What follows belongs to an exercise in optimizing a design on an open flow for small area and a short achievable clock period; a production flow would make more cautious choices. At most, simulation tests tie the RTL to the original design; equivalence was not proved. Power figures rest on the tool's default switching activity, not on a simulated workload.

==> inputs of raven <==
Design ChipLevel, start of the top module:
module ChipLevel (
   input  logic [15:0] data16_a, data16_b, data16_c, data16_d,
   input  logic [7:0] din_a, din_b,
   input  logic [1:0] sel,
   input  logic clk, cin, rst, start,
   input  logic s1, s2, op,
   output logic [15:0] mux_out, regout,
   output logic [31:0] m32_out,
   output logic cout1, cout2, comp_out1, comp_out2
);
clock: 8.0 ns
lec_check: 0
cap_margin: 20
core_margin: 2
core_utilization: 60
cts_cluster_size: 30
setup_slack_margin: 3.7
slew_margin: 20
standard.sh (not shown) runs the stock make flow with config.mk's settings and CLKGATE_MAP_FILE= SYNTH_SCRIPT=/design/flow/synth_recipe.tcl, a recipe that flattens the netlist after the stock synthesis.
==> flow/flow/run.sh <==
#!/bin/bash
# Layout flow: the standard one, except that synthesis keeps the design's FA
# modules as the library's full-adder cell (flow/synth_fa.tcl) and leaves the
# remaining logic to ABC without re-extracting adders from it.  The
# registers must come out exactly as in the standard synthesis (same names
# and cell types); if they do not, the standard synthesis is used instead.
set -uo pipefail
R=orfs/results/$FLOW_PLATFORM/ChipLevel/base

bash standard.sh synth > std_synth.log 2>&1 || exit 1
cp $R/1_2_yosys.v std_1_2_yosys.v

# 2. the synthesis with full-adder cells, in a work folder of its own
MK=$(sed -n 's/^make -C \S* \(.*\) "\${@:-finish}"$/\1/p' standard.sh | sed 's|WORK_HOME=\S*||; s|SYNTH_SCRIPT=\S*||')
read -ra MKARGS <<< "$MK"
make -C "$FLOW_HOME" "${MKARGS[@]}" WORK_HOME="$PWD/orfs_fa" SYNTH_SCRIPT="$PWD/flow/synth_fa.tcl" \
  "SYNTH_KEEP_MODULES=FA HA CellAOI21 CellOAI21 CellNAND2 CellNOR2 CellXOR2 CellXNOR2" "ADDER_MAP_FILE=" synth > fa_synth.log 2>&1
ok=$?
if [[ $ok -eq 0 ]] && python3 flow/same_regs.py std_1_2_yosys.v orfs_fa/results/$FLOW_PLATFORM/ChipLevel/base/1_2_yosys.v > regs_check.log 2>&1; then
  echo "using the full-adder synthesis" > synth_choice.log
  cp orfs_fa/results/$FLOW_PLATFORM/ChipLevel/base/1_2_yosys.v $R/1_2_yosys.v
  rm -f $R/1_synth.odb $R/1_synth.sdc
else
  echo "using the standard synthesis (fa synth exit $ok)" > synth_choice.log
fi

# 3. the rest of the standard flow, with the ORFS settings in flow/make_args.txt
EXTRA=()
if [[ -f flow/make_args.txt ]]; then
  while read -r line; do [[ -n "$line" && "$line" != \#* ]] && EXTRA+=("${line//@FLOW@/$PWD/flow}"); done < flow/make_args.txt
fi
bash standard.sh finish "${EXTRA[@]}" > std_finish.log 2>&1
==> flow/flow/post_gpl.tcl <==
# The standard port buffering gives every port a buf_1 (BUFFER_PORTS_ARGS);
# input ports fan out to many cells, so their buffers become buf_2.
foreach inst [get_cells input*] {
  if {[get_property $inst ref_name] eq "sky130_fd_sc_hd__buf_1"} {
    replace_cell $inst sky130_fd_sc_hd__buf_2
  }
}
Other scripts of this flow, unchanged in this note and not shown: flow/flow/make_args.txt, flow/flow/same_regs.py, flow/flow/synth_fa.tcl
==> inputs of harbor, as changes to raven <==
==> flow/flow/post_gpl.tcl (replaced) <==
# The standard port buffering gives every port a buf_1 (BUFFER_PORTS_ARGS);
# input ports fan out to many cells, so their buffers become buf_4.
foreach inst [get_cells input*] {
  if {[get_property $inst ref_name] eq "sky130_fd_sc_hd__buf_1"} {
    replace_cell $inst sky130_fd_sc_hd__buf_4
  }
}
CTS_BUF_LIST = sky130_fd_sc_hd__clkbuf_4 sky130_fd_sc_hd__clkbuf_8   (was unset)
CTS_CLUSTER_SIZE = unset   (was 30)
SETUP_SLACK_MARGIN = 3.6   (was 3.7)
==> summary.txt <==
|  | harbor | raven |
|---|---|---|
| R2R setup slack | 3.70 ns | 3.89 ns |
| Final routed wire length divided by cell count | 18.4 µm | 18.1 µm |
| Half-perimeter wire length after placement | 32.6 mm | 31.1 mm |
| Depth of the worst register-to-register path | 16 | 14 |
| Inverters | 323 | 104 |
| Layout cell share with drive strength beyond 1 | 22.3% | 17.6% |
| Number of tap cells inserted | 390 | 378 |
| Result of the run | timing/DRC/antenna clean | timing/DRC/antenna clean |
| Height of the chip | 176 µm | 171 µm |
| Start point of the critical path | data16_a[12] | data16_b[11] |
| Final worst-path setup slack | 3.33 ns | 3.64 ns |
| Largest fanout of any net on the critical path | 3 | 7 |
| Worst vdd rail ir drop | 0.000300 V | 0.000186 V |

========
==> garnet: inputs <==
Another version of the RTL of ChipLevel (not shown whole).
// ChipLevel
module ChipLevel (
   input  logic [15:0] data16_a, data16_b, data16_c, data16_d,
   input  logic [7:0] din_a, din_b,
   input  logic [1:0] sel,
   input  logic clk, cin, rst, start,
   input  logic s1, s2, op,
   output logic [15:0] mux_out, regout,
   output logic [31:0] m32_out,
   output logic cout1, cout2, comp_out1, comp_out2
);
logic [15:0] ad16_sout, ad8_sout, m16_out, cnt;
AdderPair u1 (.clk(clk), .ain(data16_a), .bin(data16_b), .cin(cin),
              .ad16(ad16_sout), .cout1(cout1), .s(ad8_sout), .cout2(cout2),
              .lt(comp_out2));
Counter u13 (.count(cnt), .start(start), .clk(clk), .rst(rst));
Comparator u12 (.ain(ad8_sout), .bin(cnt), .cp_out(comp_out1));
Multiply8x8 u4 (.a(din_a), .b(din_b), .p(m16_out), .clk(clk));
Multiply16x16 u5 (.a(data16_a), .b(data16_b), .p(m32_out), .clk(clk));
MuxMod  u6 (.Y_IN(mux_out), .MUX_CNT(sel), .D(ad16_sout), .R(ad8_sout),
            .F(m16_out), .UPC(cnt));
PathSegment u7 (.R1(data16_a), .R2(data16_b), .R3(data16_c), .R4(data16_d),
                .S2(s2), .S1(s1), .OP(op), .REGOUT(regout), .clk(clk));
endmodule
==> module PAdd, before the edit <==
module PAdd #(
  parameter int W = 16,
  parameter bit INV = 0,
  parameter bit HAS_CI = 1
  ) (
  input  logic [W-1:0] a, b,
  input  logic         ci,
  output logic [W-1:0] s,
  output logic         co
  );
  localparam int OFF = HAS_CI ? 1 : 0;   
  localparam int N = W + OFF;
  localparam int L = $clog2(N);
  logic [N*(L+1)-1:0] g, p;
  if (HAS_CI) begin : c
    assign g[0] = ci;
    assign p[0] = 1'b0;
  end
  for (genvar i = OFF; i < N; i++) begin : gp
    if (INV) begin : n
      CellNOR2 u_g (.A(a[i-OFF]), .B(b[i-OFF]), .Y(g[i]));
      CellXOR2 u_p (.A(a[i-OFF]), .B(b[i-OFF]), .X(p[i]));
    end else begin : t
      HA u_gp (.A(a[i-OFF]), .B(b[i-OFF]), .COUT(g[i]), .SUM(p[i]));
    end
  end
  for (genvar l = 0; l < L; l++) begin : lvl
    for (genvar i = 0; i < N; i++) begin : bit_
      if ((i >> l) & 1) begin : merge
        localparam int J = ((i >> l) << l) - 1;
        CellAO21 u_g (.A1(p[l*N+i]), .A2(g[l*N+J]), .B1(g[l*N+i]), .X(g[(l+1)*N+i]));
        if (((i >> (l+1)) << (l+1)) > 0) begin : pp
          CellAND2 u_p (.A(p[l*N+i]), .B(p[l*N+J]), .X(p[(l+1)*N+i]));
        end else begin : pz
          assign p[(l+1)*N+i] = 1'b0;    
        end
      end else begin : pass
        assign g[(l+1)*N+i] = g[l*N+i];
        assign p[(l+1)*N+i] = p[l*N+i];
      end
    end
  end
  for (genvar i = OFF; i < N; i++) begin : sum
    if (i == 0) begin : s0
      assign s[0] = p[0];
    end else begin : sn
      CellXOR2 u_s (.A(p[i]), .B(g[L*N+i-1]), .X(s[i-OFF]));
    end
  end
  assign co = g[L*N+N-1];
endmodule
==> flow/config.mk <==
export PLATFORM = sky130hd
export DESIGN_NAME = ChipLevel
export DESIGN_NICKNAME = ChipLevel
export VERILOG_FILES = /design/flow/design.v
export SDC_FILE = /design/flow/constraint.sdc
export NUM_CORES = 4
export LEC_CHECK = 0
export CAP_MARGIN = 20
export CORE_MARGIN = 2
export CORE_UTILIZATION = 60
export SETUP_SLACK_MARGIN = 4.0
export SLEW_MARGIN = 20
==> flow/constraint.sdc <==
create_clock -name core_clock -period 8.0 [get_ports {clk}]
set_input_delay 1.6000 -clock core_clock [delete_from_list [all_inputs] [get_ports {clk}]]
set_output_delay 1.6000 -clock core_clock [all_outputs]
set_load 0.01 [all_outputs]
==> flow/flow/run.sh <==
#!/bin/bash
# Layout flow: the standard one, except that synthesis keeps the design's FA
# modules as the library's full-adder cell (flow/synth_fa.tcl) and leaves the
# remaining logic to ABC without re-extracting adders from it.  The
# registers must come out exactly as in the standard synthesis (same names
# and cell types); if they do not, the standard synthesis is used instead.
set -uo pipefail
R=orfs/results/$FLOW_PLATFORM/ChipLevel/base

bash standard.sh synth > std_synth.log 2>&1 || exit 1
cp $R/1_2_yosys.v std_1_2_yosys.v

# 2. the synthesis with full-adder cells, in a work folder of its own
MK=$(sed -n 's/^make -C \S* \(.*\) "\${@:-finish}"$/\1/p' standard.sh | sed 's|WORK_HOME=\S*||; s|SYNTH_SCRIPT=\S*||')
eval make -C "$FLOW_HOME" $MK WORK_HOME="$PWD/orfs_fa" SYNTH_SCRIPT="$PWD/flow/synth_fa.tcl" \
  "SYNTH_KEEP_MODULES=FA HA CellAO21 CellAND2 CellXOR2 CellNOR2" "ADDER_MAP_FILE=" synth > fa_synth.log 2>&1
ok=$?
if [[ $ok -eq 0 ]] && python3 flow/same_regs.py std_1_2_yosys.v orfs_fa/results/$FLOW_PLATFORM/ChipLevel/base/1_2_yosys.v > regs_check.log 2>&1; then
  echo "using the full-adder synthesis" > synth_choice.log
  cp orfs_fa/results/$FLOW_PLATFORM/ChipLevel/base/1_2_yosys.v $R/1_2_yosys.v
  rm -f $R/1_synth.odb $R/1_synth.sdc
else
  echo "using the standard synthesis (fa synth exit $ok)" > synth_choice.log
fi

# 3. the rest of the standard flow, with the ORFS settings in flow/make_args.txt
EXTRA=()
if [[ -f flow/make_args.txt ]]; then
  while read -r line; do [[ -n "$line" && "$line" != \#* ]] && EXTRA+=("$line"); done < flow/make_args.txt
fi
bash standard.sh finish "${EXTRA[@]}" > std_finish.log 2>&1
==> flow/flow/make_args.txt <==
RECOVER_POWER=100
Other scripts of this flow, unchanged in this note and not shown: flow/flow/same_regs.py, flow/flow/synth_fa.tcl
==> amber: changes against garnet <==
--- a/flow/design.v
+++ b/flow/design.v
@@ -45,5 +45,5 @@
   localparam int OFF = HAS_CI ? 1 : 0;   
   localparam int N = W + OFF;
-  localparam int L = $clog2(N);
+  localparam int L = (N > 32) ? 6 : (N > 16) ? 5 : (N > 8) ? 4 : (N > 4) ? 3 : (N > 2) ? 2 : 1;
   logic [N*(L+1)-1:0] g, p;
   if (HAS_CI) begin : c
--- a/flow/flow/run.sh
+++ b/flow/flow/run.sh
@@ -13,5 +13,6 @@
 # 2. the synthesis with full-adder cells, in a work folder of its own
 MK=$(sed -n 's/^make -C \S* \(.*\) "\${@:-finish}"$/\1/p' standard.sh | sed 's|WORK_HOME=\S*||; s|SYNTH_SCRIPT=\S*||')
-eval make -C "$FLOW_HOME" $MK WORK_HOME="$PWD/orfs_fa" SYNTH_SCRIPT="$PWD/flow/synth_fa.tcl" \
+read -ra MKARGS <<< "$MK"
+make -C "$FLOW_HOME" "${MKARGS[@]}" WORK_HOME="$PWD/orfs_fa" SYNTH_SCRIPT="$PWD/flow/synth_fa.tcl" \
   "SYNTH_KEEP_MODULES=FA HA CellAO21 CellAND2 CellXOR2 CellNOR2" "ADDER_MAP_FILE=" synth > fa_synth.log 2>&1
 ok=$?
SETUP_SLACK_MARGIN = 3.3   (was 4.0)
removed: flow/flow/make_args.txt
==> summary.txt <==
| metric | garnet | amber |
|---|---|---|
| Run status | finished with violations | complete, no violations |
| Violated checks | capacitance limit, slew limit | - |
| Overall via count from detail_route | 12.8k | 12.7k |
| Sequential power | 0.00156 W | 0.00160 W |
| Layout Utilization | 0.736 | 0.704 |
| Inverters | 340 | 31 |
| Headroom to the max-slew limit | -0.261 | 0.308 |
| Most prevalent standard cell on the critical path | sky130_fd_sc_hd__clkbuf_1 | sky130_fd_sc_hd__fa_1 |
| Leak Pwr | 10.5 nW | 8.97 nW |
| Worst hold-check slack | 0.323 ns | 0.326 ns |
| First-iteration detailed-routing DRC count | 715 | 789 |
| Cells after synthesis | 1,799 | 1,751 |
| Routed wire length per instance | 19.0 µm | 17.8 µm |
| Total clock network power | 0.00126 W | 0.00127 W |
| # Taps | 396 | 390 |
The RTL of garnet was laid out without a check of its function.

========
==> inputs of onyx <==
==> flow/design.v <==
module Adder16 #(
  parameter DATA_WIDTH = 16
  ) (
  output logic [DATA_WIDTH-1:0] sout,
  output logic cout,
  input  logic [DATA_WIDTH-1:0] ain, bin,
  input  logic cin, clk
  );
  logic [DATA_WIDTH-1:0] s_ain,s_bin;
  logic s_cin;
  always_ff @(posedge clk) begin
    s_ain <= ain;
    s_bin <= bin;
    s_cin <= cin;
    {cout,sout} <= s_ain + s_bin + s_cin;
  end
endmodule
module Adder8 #(
  parameter DATA_WIDTH = 8
  ) (
  output logic [DATA_WIDTH-1:0] sout,
  output logic cout,
  input  logic [DATA_WIDTH-1:0] ain, bin,
  input  logic cin, clk
  );
  logic [DATA_WIDTH-1:0] s_ain,s_bin;
  logic s_cin;
  always_ff @(posedge clk) begin
    s_ain <= ain;
    s_bin <= bin;
    s_cin <= cin;
    {cout,sout} <= s_ain + s_bin + s_cin;
  end
endmodule
module Comparator (
  output logic cp_out,
  input  logic [15:0] ain, bin
  );
  assign cp_out = ain < bin;
endmodule
module Counter (
  input  logic clk,
  input  logic rst,
  input  logic start,
  output logic [15:0] count
);
  always_ff @(posedge clk) begin
    if (rst) begin
      count <= 16'd0;
    end else if (start) begin
      count <= 16'd1;
    end else begin
      count <= count + 1;
    end
  end
endmodule
module CascadeMod (
  input  logic [15:0] data1, data2,
  output logic [15:0] s, cnt,
  input  logic clk, cin, rst, start,
  output logic cout, comp_out
);
logic co;
Adder8 u10 (.ain(data1[7:0]), .bin(data2[7:0]), .cin(cin), .clk(clk), 
.sout(s[7:0]), .cout(co));
Adder8 u11 (.ain(data1[15:8]), .bin(data2[15:8]), .cin(co), .clk(clk), 
.sout(s[15:8]), .cout(cout));
Comparator u12 (.ain(s), .bin(cnt), .cp_out(comp_out));
Counter u13 (.count(cnt), .start(start), .clk(clk), .rst(rst));
endmodule
module Multiply8x8 #( 
  parameter DATA_WIDTH = 8
  ) (
  input  logic [DATA_WIDTH-1:0] op1, op2,
  input  logic clk,
  output logic [2*DATA_WIDTH-1:0] res
);
always_ff @(posedge clk) begin
  res <= op1*op2;
end
endmodule
module Multiply16x16 #( 
  parameter DATA_WIDTH = 16
  ) (
  input  logic [DATA_WIDTH-1:0] op1, op2,
  input  logic clk,
  output logic [2*DATA_WIDTH-1:0] res
);
always_ff @(posedge clk) begin
  res <= op1*op2;
end
endmodule
module  MuxMod (
   output logic [15:0] Y_IN,
   input  logic [ 1:0] MUX_CNT,
   input  logic [15:0] D, F, R, UPC
   );
   always_comb begin
    case(MUX_CNT)
      2'b00 : Y_IN = D;
      2'b01 : Y_IN = R;
      2'b10 : Y_IN = F;
      2'b11 : Y_IN = UPC;
    endcase
   end
endmodule
module PathSegment (
  input  logic [15:0] R1, R2, R3, R4,
  input  logic S2, S1, clk,
  input  logic OP,
  output logic [15:0] REGOUT
);
logic [15:0] ADATA, BDATA;
logic MODE;
logic [15:0] product;
always_ff @(posedge clk) begin
  case(S1)
    1'b0 : ADATA <= R1;
    1'b1 : BDATA <= R2;
  endcase
  case(S2)
    1'b0 : ADATA <= R3;
    1'b1 : BDATA <= R4;
  endcase
end
assign product = ADATA[7:0] * BDATA[7:0];
always_ff @(posedge clk) begin
  case(OP)
    1'b0 : REGOUT <= ADATA + BDATA;
    1'b1 : REGOUT <= product;
  endcase
end
endmodule
module ChipLevel (
   input  logic [15:0] data16_a, data16_b, data16_c, data16_d,
   input  logic [7:0] din_a, din_b,
   input  logic [1:0] sel,
   input  logic clk, cin, rst, start,
   input  logic s1, s2, op,
   output logic [15:0] mux_out, regout,
   output logic [31:0] m32_out,
   output logic cout1, cout2, comp_out1, comp_out2
);
logic [15:0] ad16_sout, ad8_sout, m16_out, cnt;
Adder16 u1 (.ain(data16_a), .bin(data16_b), .cin(cin), .cout(cout1),
            .sout(ad16_sout), .clk(clk));
CascadeMod u2 (.data1(data16_a), .data2(data16_b), .cin(cin), .s(ad8_sout),
               .cout(cout2), .clk(clk), .comp_out(comp_out1), .cnt(cnt),
               .rst(rst), .start(start) );
Comparator u3 (.ain(ad16_sout), .bin(ad8_sout), .cp_out(comp_out2));
Multiply8x8 u4 (.op1(din_a), .op2(din_b), .res(m16_out), .clk(clk));
Multiply16x16 u5 (.op1(data16_a), .op2(data16_b), .res(m32_out), .clk(clk));
MuxMod  u6 (.Y_IN(mux_out), .MUX_CNT(sel), .D(ad16_sout), .R(ad8_sout),
            .F(m16_out), .UPC(cnt));
PathSegment u7 (.R1(data16_a), .R2(data16_b), .R3(data16_c), .R4(data16_d),
                .S2(s2), .S1(s1), .OP(op), .REGOUT(regout), .clk(clk));
endmodule
==> flow/run.sh <==
#!/bin/bash
# synth_recipe.tcl (not shown) runs the flow's synth.tcl, then flattens the netlist and writes it again
# the make line also repeats each setting of config.mk as NAME=value (left out here)
make -C /OpenROAD-flow-scripts/flow DESIGN_CONFIG=/design/flow/config.mk WORK_HOME=/design/flow/orfs CLKGATE_MAP_FILE= SYNTH_SCRIPT=/design/flow/synth_recipe.tcl finish
==> flow/config.mk <==
export PLATFORM = sky130hd
export DESIGN_NAME = ChipLevel
export DESIGN_NICKNAME = ChipLevel
export VERILOG_FILES = /design/flow/design.v
export SDC_FILE = /design/flow/constraint.sdc
export NUM_CORES = 4
export LEC_CHECK = 0
export CAP_MARGIN = 20
export CORE_MARGIN = 2
export CORE_UTILIZATION = 40
export SLEW_MARGIN = 20
==> flow/constraint.sdc <==
create_clock -name core_clock -period 8.0 [get_ports {clk}]
set_input_delay 1.6000 -clock core_clock [delete_from_list [all_inputs] [get_ports {clk}]]
set_output_delay 1.6000 -clock core_clock [all_outputs]
set_load 0.01 [all_outputs]
==> inputs of sierra, as changes to onyx <==
==> flow/design.v (replaced) <==
module AdderPair (
  input  logic        clk,
  input  logic [15:0] ain, bin,
  input  logic        cin,
  output logic [15:0] ad16,    
  output logic        cout1,
  output logic [15:0] s,       
  output logic        cout2,
  output logic        lt       
);
  logic [8:0] lo1, hi1;        
  logic [7:0] lo2;             
  logic [8:0] hi2;
  logic       c1, c2, c3;      
  always_ff @(posedge clk) begin
    lo1 <= {1'b0, ain[7:0]}  + {1'b0, bin[7:0]} + {8'd0, cin};
    hi1 <= {1'b0, ain[15:8]} + {1'b0, bin[15:8]};
    lo2 <= lo1[7:0];
    hi2 <= hi1;
    c1  <= lo1[8];
    c2  <= c1;
    c3  <= c2;
  end
  assign {cout1, ad16} = {hi2 + {8'd0, c1}, lo2};
  assign {cout2, s}    = {hi2 + {8'd0, c3}, lo2};
  assign lt = (c3 & ~c1 & ~&hi2[7:0]) | (c1 & ~c3 & &hi2[7:0]);
endmodule
module Comparator (
  output logic cp_out,
  input  logic [15:0] ain, bin
  );
  assign cp_out = ain < bin;
endmodule
module Counter (
  input  logic clk,
  input  logic rst,
  input  logic start,
  output logic [15:0] count
);
  always_ff @(posedge clk) begin
    if (rst) begin
      count <= 16'd0;
    end else if (start) begin
      count <= 16'd1;
    end else begin
      count <= count + 1;
    end
  end
endmodule
module Multiply8x8 #(
  parameter DATA_WIDTH = 8
  ) (
  input  logic [DATA_WIDTH-1:0] op1, op2,
  input  logic clk,
  output logic [2*DATA_WIDTH-1:0] res
);
always_ff @(posedge clk) begin
  res <= op1*op2;
end
endmodule
module Multiply16x16 #(
  parameter DATA_WIDTH = 16
  ) (
  input  logic [DATA_WIDTH-1:0] op1, op2,
  input  logic clk,
  output logic [2*DATA_WIDTH-1:0] res
);
always_ff @(posedge clk) begin
  res <= op1*op2;
end
endmodule
module  MuxMod (
   output logic [15:0] Y_IN,
   input  logic [ 1:0] MUX_CNT,
   input  logic [15:0] D, F, R, UPC
   );
   always_comb begin
    case(MUX_CNT)
      2'b00 : Y_IN = D;
      2'b01 : Y_IN = R;
      2'b10 : Y_IN = F;
      2'b11 : Y_IN = UPC;
    endcase
   end
endmodule
module PathSegment (
  input  logic [15:0] R1, R2, R3, R4,
  input  logic S2, S1, clk,
  input  logic OP,
  output logic [15:0] REGOUT
);
logic [15:0] ADATA, BDATA;
always_ff @(posedge clk) begin
  if (!S2)      ADATA <= R3;
  else if (!S1) ADATA <= R1;
  if (S2)       BDATA <= R4;
  else if (S1)  BDATA <= R2;
end
always_ff @(posedge clk) begin
  if (OP) REGOUT <= ADATA[7:0] * BDATA[7:0];
  else    REGOUT <= ADATA + BDATA;
end
endmodule
module ChipLevel (
   input  logic [15:0] data16_a, data16_b, data16_c, data16_d,
   input  logic [7:0] din_a, din_b,
   input  logic [1:0] sel,
   input  logic clk, cin, rst, start,
   input  logic s1, s2, op,
   output logic [15:0] mux_out, regout,
   output logic [31:0] m32_out,
   output logic cout1, cout2, comp_out1, comp_out2
);
logic [15:0] ad16_sout, ad8_sout, m16_out, cnt;
AdderPair u1 (.clk(clk), .ain(data16_a), .bin(data16_b), .cin(cin),
              .ad16(ad16_sout), .cout1(cout1), .s(ad8_sout), .cout2(cout2),
              .lt(comp_out2));
Counter u13 (.count(cnt), .start(start), .clk(clk), .rst(rst));
Comparator u12 (.ain(ad8_sout), .bin(cnt), .cp_out(comp_out1));
Multiply8x8 u4 (.op1(din_a), .op2(din_b), .res(m16_out), .clk(clk));
Multiply16x16 u5 (.op1(data16_a), .op2(data16_b), .res(m32_out), .clk(clk));
MuxMod  u6 (.Y_IN(mux_out), .MUX_CNT(sel), .D(ad16_sout), .R(ad8_sout),
            .F(m16_out), .UPC(cnt));
PathSegment u7 (.R1(data16_a), .R2(data16_b), .R3(data16_c), .R4(data16_d),
                .S2(s2), .S1(s1), .OP(op), .REGOUT(regout), .clk(clk));
endmodule
==> summary.txt <==
metric                                                                          onyx                   sierra
Status                                                       complete, no violations  complete, no violations
Detailed-route wire length on metal 1                                 21,700 microns           21,400 microns
Post-route non-filler standard cell count                                      2,945                    2,836
Post-synthesis mux area share                                                 0.0345                   0.0330
Number of storage elements in the synthesis netlist                              173                      150
Post-placement cell count                                                      2,911                    2,803
Leakage power                                                                11.0 nW                  10.6 nW
Power drawn by the clock network                                          0.000839 W               0.000846 W
Final non-clock buffer share                                                  0.0851                   0.0888
CP arrival                                                                   7640 ps                  7770 ps
Sequential cell area                                                      3780 sq um               3320 sq um
Clock network share of area                                                   0.0246                   0.0275
Area of combinational cells with multiple inputs                        14,400 sq um             14,000 sq um
# nets final                                                                   2,856                    2,801
Delay contributed by the slowest stage of the critical path                   650 ps                   900 ps
Overall routed net length                                             47,100 microns           47,700 microns
Final routed wire length divided by cell count                          16.0 microns             16.8 microns
No functional check of the RTL was part of sierra.

## static timing again, ports no longer ideal
No port has a modelled driver above. Below, the same layouts with a new extraction and two added sets of constraints.
Step 1 (the two cells are an assumption about what drives the block):
set clk [get_ports {clk}]
set_driving_cell -lib_cell sky130_fd_sc_hd__clkbuf_16 $clk
set_driving_cell -lib_cell sky130_fd_sc_hd__buf_2 [delete_from_list [all_inputs] $clk]
Step 2 times the ports against the registers' clock, not the clock port: input delays grow and output delays shrink by t, the midpoint of the rising clock arrivals with the driver on.
Slacks: ideal / step 1 / step 2; pairs: ideal / step 1.
| run | t (ns) | setup WS [ns] | hold slack, ns | cell pins on the clock port's net |
|---|---|---|---|---|
| raven | 0.487 | 3.638 / 3.636 / 3.148 | 0.329 / 0.329 / 0.329 | 1 |
| harbor | 0.551 | 3.330 / 3.285 / 2.781 | 0.318 / 0.318 / 0.318 | 1 |
| garnet | 0.589 | 2.611 / 2.558 / 2.633 | 0.323 / 0.323 / 0.323 | 1 |
| amber | 0.588 | 3.359 / 3.356 / 2.804 | 0.326 / 0.326 / 0.326 | 1 |
| onyx | 0.544 | 0.752 / 0.781 / 0.237 | 0.332 / 0.332 / 0.332 | 1 |
| sierra | 0.530 | 0.656 / 0.692 / 0.162 | 0.323 / 0.323 / 0.323 | 1 |
For amber, which loses most, drivers alone change the setup slack by -0.003 ns; drivers and shift together by -0.555 ns.
